This is an optimization exercise on Yosys and OpenROAD, whose aim is small area and a short achievable clock period, not a production implementation.
Only simulation tests tie the RTL to the original design; equivalence was not proved.
The clock port is modelled as an ideal driver; clocking choices that lean on that would not hold on a real chip.
Power and IR drop assume default switching activity.

==> inputs of job 1678 <==
// mult_core_fast
module mult_core_fast (
    input                iclk        ,
    input                irst        ,
    input        [71:0]  idata       ,
    input        [71:0]  idata_kernel,
    input                icalc_en    ,
    output logic [7:0]   odata       ,
    output logic         odata_valid
);
export LEC_CHECK = 0
export CAP_MARGIN = 20
export CORE_MARGIN = 2
export CORE_UTILIZATION = 65
export SLEW_MARGIN = 20
export SYNTH_HIERARCHICAL = 1
create_clock -name core_clock -period 8.5 [get_ports {iclk}]
standard.sh (not shown) runs the stock make flow with config.mk's settings and CLKGATE_MAP_FILE= SYNTH_SCRIPT=/design/flow/synth_recipe.tcl, a recipe that flattens the netlist after the stock synthesis.
==> flow/flow/run.sh <==
#!/bin/bash
# Standard layout, except that the port buffers are plain buf_1 cells instead of
# the default delay buffers. Each tool's output goes to its own log in this folder.
set -euo pipefail
export BUFFER_PORTS_ARGS="-buffer_cell sky130_fd_sc_hd__buf_1"
bash standard.sh > orfs_make.log 2>&1
==> job 8708 (differences from job 1678) <==
==> flow/run.sh (new file) <==
#!/bin/bash
# synth_recipe.tcl (not shown) runs the flow's synth.tcl, then flattens the netlist and writes it again
# the make line also repeats each setting of config.mk as NAME=value (left out here)
make -C /OpenROAD-flow-scripts/flow DESIGN_CONFIG=/design/flow/config.mk WORK_HOME=/design/flow/orfs CLKGATE_MAP_FILE= SYNTH_SCRIPT=/design/flow/synth_recipe.tcl finish
- SETUP_SLACK_MARGIN: unset -> 4.7
removed: flow/flow/run.sh
removed: flow/standard.sh
==> comparison table <==
metric	job 8708	job 1678
Status	complete, no violations	complete, no violations
Total power	0.00929 W	0.00896 W
Ratio of final minimum period to clock period	45.2%	47.0%
Hold wc startpoint	valid_pipe[1]	rs_2642
FF-to-FF Start	rin_128	rin_95
Sequential cell area	6560 sq um	6430 sq um
Final cell utilization of the core	76.9%	72.6%
Critical path endpoint	rp_2432	rp_2400
Internal Pwr Total	0.00563 W	0.00540 W
WHS	0.430 ns	0.441 ns
Fillcell total	2558	2782
Wire length on met1	21.8 mm	21.4 mm
Placement Setup Slack	4.53 ns	4.54 ns
Critical R2R Capture	rp_2432	rp_2400
Clock distribution power	0.00160 W	0.00168 W
Routed via count divided by cell count	5.57	5.44
Number of buffers inserted during clock tree synthesis	38	37
Drt pass-1 iters	4	5
Final non-filler cell total	2853	2839
Leakage dissipation	13.3 nW	12.9 nW
Final net count	3147	3126
Multi-input gate share of the layout cell area	65.0%	67.1%
Worst R2R Setup Slack	4.66 ns	4.51 ns
Sequential portion of the cell area	22.6%	23.5%
Max Clock Freq	260 MHz	250 MHz

==> 03-21: inputs <==
mult_core_fast, a different RTL version from the one above (not shown whole).
export LEC_CHECK = 0
export CAP_MARGIN = 20
export CORE_MARGIN = 2
export CORE_UTILIZATION = 65
export CTS_CLUSTER_DIAMETER = 100
export CTS_CLUSTER_SIZE = 30
export SLEW_MARGIN = 20
export SYNTH_HIERARCHICAL = 1
create_clock -name core_clock -period 8.5 [get_ports {iclk}]
==> flow/flow/run.sh <==
#!/bin/bash
# Standard layout with two changes:
#  - the port buffers are plain buf_1 cells instead of the default delay buffers;
#  - after clock tree synthesis, flow/skew.tcl delays the clock of the two
#    internal register banks (rp_*: products, rs_*: adder-tree rows), whose
#    inputs and outputs are all other registers, to balance the three internal
#    register-to-register stages (useful skew). Registers next to ports
#    (rin_*, ro_*, valid_pipe) keep the tree's clock.
# From global routing on, timing repair keeps a hold margin (and, where set
# here, a setup margin) over the skewed clocks.
# Each tool's output goes to its own log in this folder.
set -euo pipefail
export BUFFER_PORTS_ARGS="-buffer_cell sky130_fd_sc_hd__buf_1"
bash standard.sh cts > orfs_to_cts.log 2>&1
R=orfs/results/sky130hd/mult_core_fast/base
export SKEW_IN=$R/4_1_cts.odb
export SKEW_OUT=$R/4_1_cts.odb
export SKEW_CLASSES="rp_* sky130_fd_sc_hd__clkdlybuf4s50_1 sky130_fd_sc_hd__clkbuf_1 sky130_fd_sc_hd__clkbuf_1 ; rs_* sky130_fd_sc_hd__clkdlybuf4s50_1 sky130_fd_sc_hd__clkdlybuf4s50_1"
openroad -no_splash -exit flow/skew.tcl > skew.log 2>&1
cp $R/4_1_cts.odb $R/4_cts.odb
HOLD_SLACK_MARGIN=0.1 SETUP_SLACK_MARGIN=5.2 bash standard.sh > orfs_finish.log 2>&1
Other scripts of this flow, unchanged in this note and not shown: flow/flow/skew.tcl
==> 08-01: changes against 03-21 <==
--- a/flow/flow/run.sh
+++ b/flow/flow/run.sh
@@ -18,4 +18,4 @@
 export SKEW_CLASSES="rp_* sky130_fd_sc_hd__clkdlybuf4s50_1 sky130_fd_sc_hd__clkbuf_1 sky130_fd_sc_hd__clkbuf_1 ; rs_* sky130_fd_sc_hd__clkdlybuf4s50_1 sky130_fd_sc_hd__clkdlybuf4s50_1"
 openroad -no_splash -exit flow/skew.tcl > skew.log 2>&1
 cp $R/4_1_cts.odb $R/4_cts.odb
-HOLD_SLACK_MARGIN=0.1 SETUP_SLACK_MARGIN=5.2 bash standard.sh > orfs_finish.log 2>&1
+HOLD_SLACK_MARGIN=0.1 SETUP_SLACK_MARGIN=5.45 bash standard.sh > orfs_finish.log 2>&1
==> notes.md <==
- Cell family with most CP delay: compound AO/OA/AOI/OAI gates
- Minimum clock period: approximately 3200 ps
- Status: complete, no violations
- Lkg Pwr: approximately 0.010 uW
- Worst VDD drop: roughly 0.33 mV
- Slew margin rel.: 0.666
- Power Density: between 300 and 400 nW/um2
- Clk network pwr share: 0.136
- PnR worst setup slack: between 5000 and 6000 ps
- FF-to-FF End: ro_2843
- Met2 WL: about 26,000 um
- Slowest-stage cell, CP: dfxtp_1
- Crit path depth: 9
- Met3 wire length: ~2200 um
- Worst Setup SP: rs_2759
- Multi-input gate area: roughly 18,000 um2
# the run above: 03-21

==> notes.md <==
- Crit path depth: 8
- Worst VDD drop: 0.339 mV
- Cell family with most CP delay: adder cells
- Power Density: approximately 380 nW/um2
- EDFF count, synth: 0
- Worst Setup SP: rp_2481
- Status: complete, no violations
- Met2 WL: between 20,000 and 30,000 um
- PnR worst setup slack: 5490 ps
- Lkg Pwr: about 0.010 uW
- Met3 wire length: 2040 um
- Slew margin rel.: 0.669
- Slowest-stage cell, CP: fa_1
- Minimum clock period: 3010 ps
- FF-to-FF End: rs_2760
# the run above: 08-01

==> port drivers added, routing unchanged <==
In the flow no input, the clock included, has a driving cell. The finished layouts below were timed again as built, in two steps. Step 1 (the two cells are an assumption about what drives the block):
set clk [get_ports {iclk}]
set_driving_cell -lib_cell sky130_fd_sc_hd__clkbuf_16 $clk
set_driving_cell -lib_cell sky130_fd_sc_hd__buf_2 [delete_from_list [all_inputs] $clk]
Step 2, shift: input delay + t, output delay - t, t = (earliest + latest rising clock arrival at the registers) / 2. This alone moves slack from input paths to output paths. Three values: no drivers, after step 1, after step 2; two values: the first two.
| run | t (ns) | setup slack, ns | worst setup path at the end | clock arrival spread, ns |
|---|---|---|---|---|
| job 1678 | 0.601 | 4.506 / 4.506 / 4.506 | register to register | 0.017 / 0.017 |
| job 8708 | 0.601 | 4.660 / 4.660 / 4.660 | register to register | 0.020 / 0.020 |
| 03-21 | 1.115 | 5.334 / 5.334 / 5.334 | register to register | 1.142 / 1.142 |
| 08-01 | 1.114 | 5.489 / 5.489 / 5.489 | register to register | 1.138 / 1.138 |
Clock arrivals are far apart in 03-21 and 08-01, so t is only a midpoint there and step 2 fits no single register.
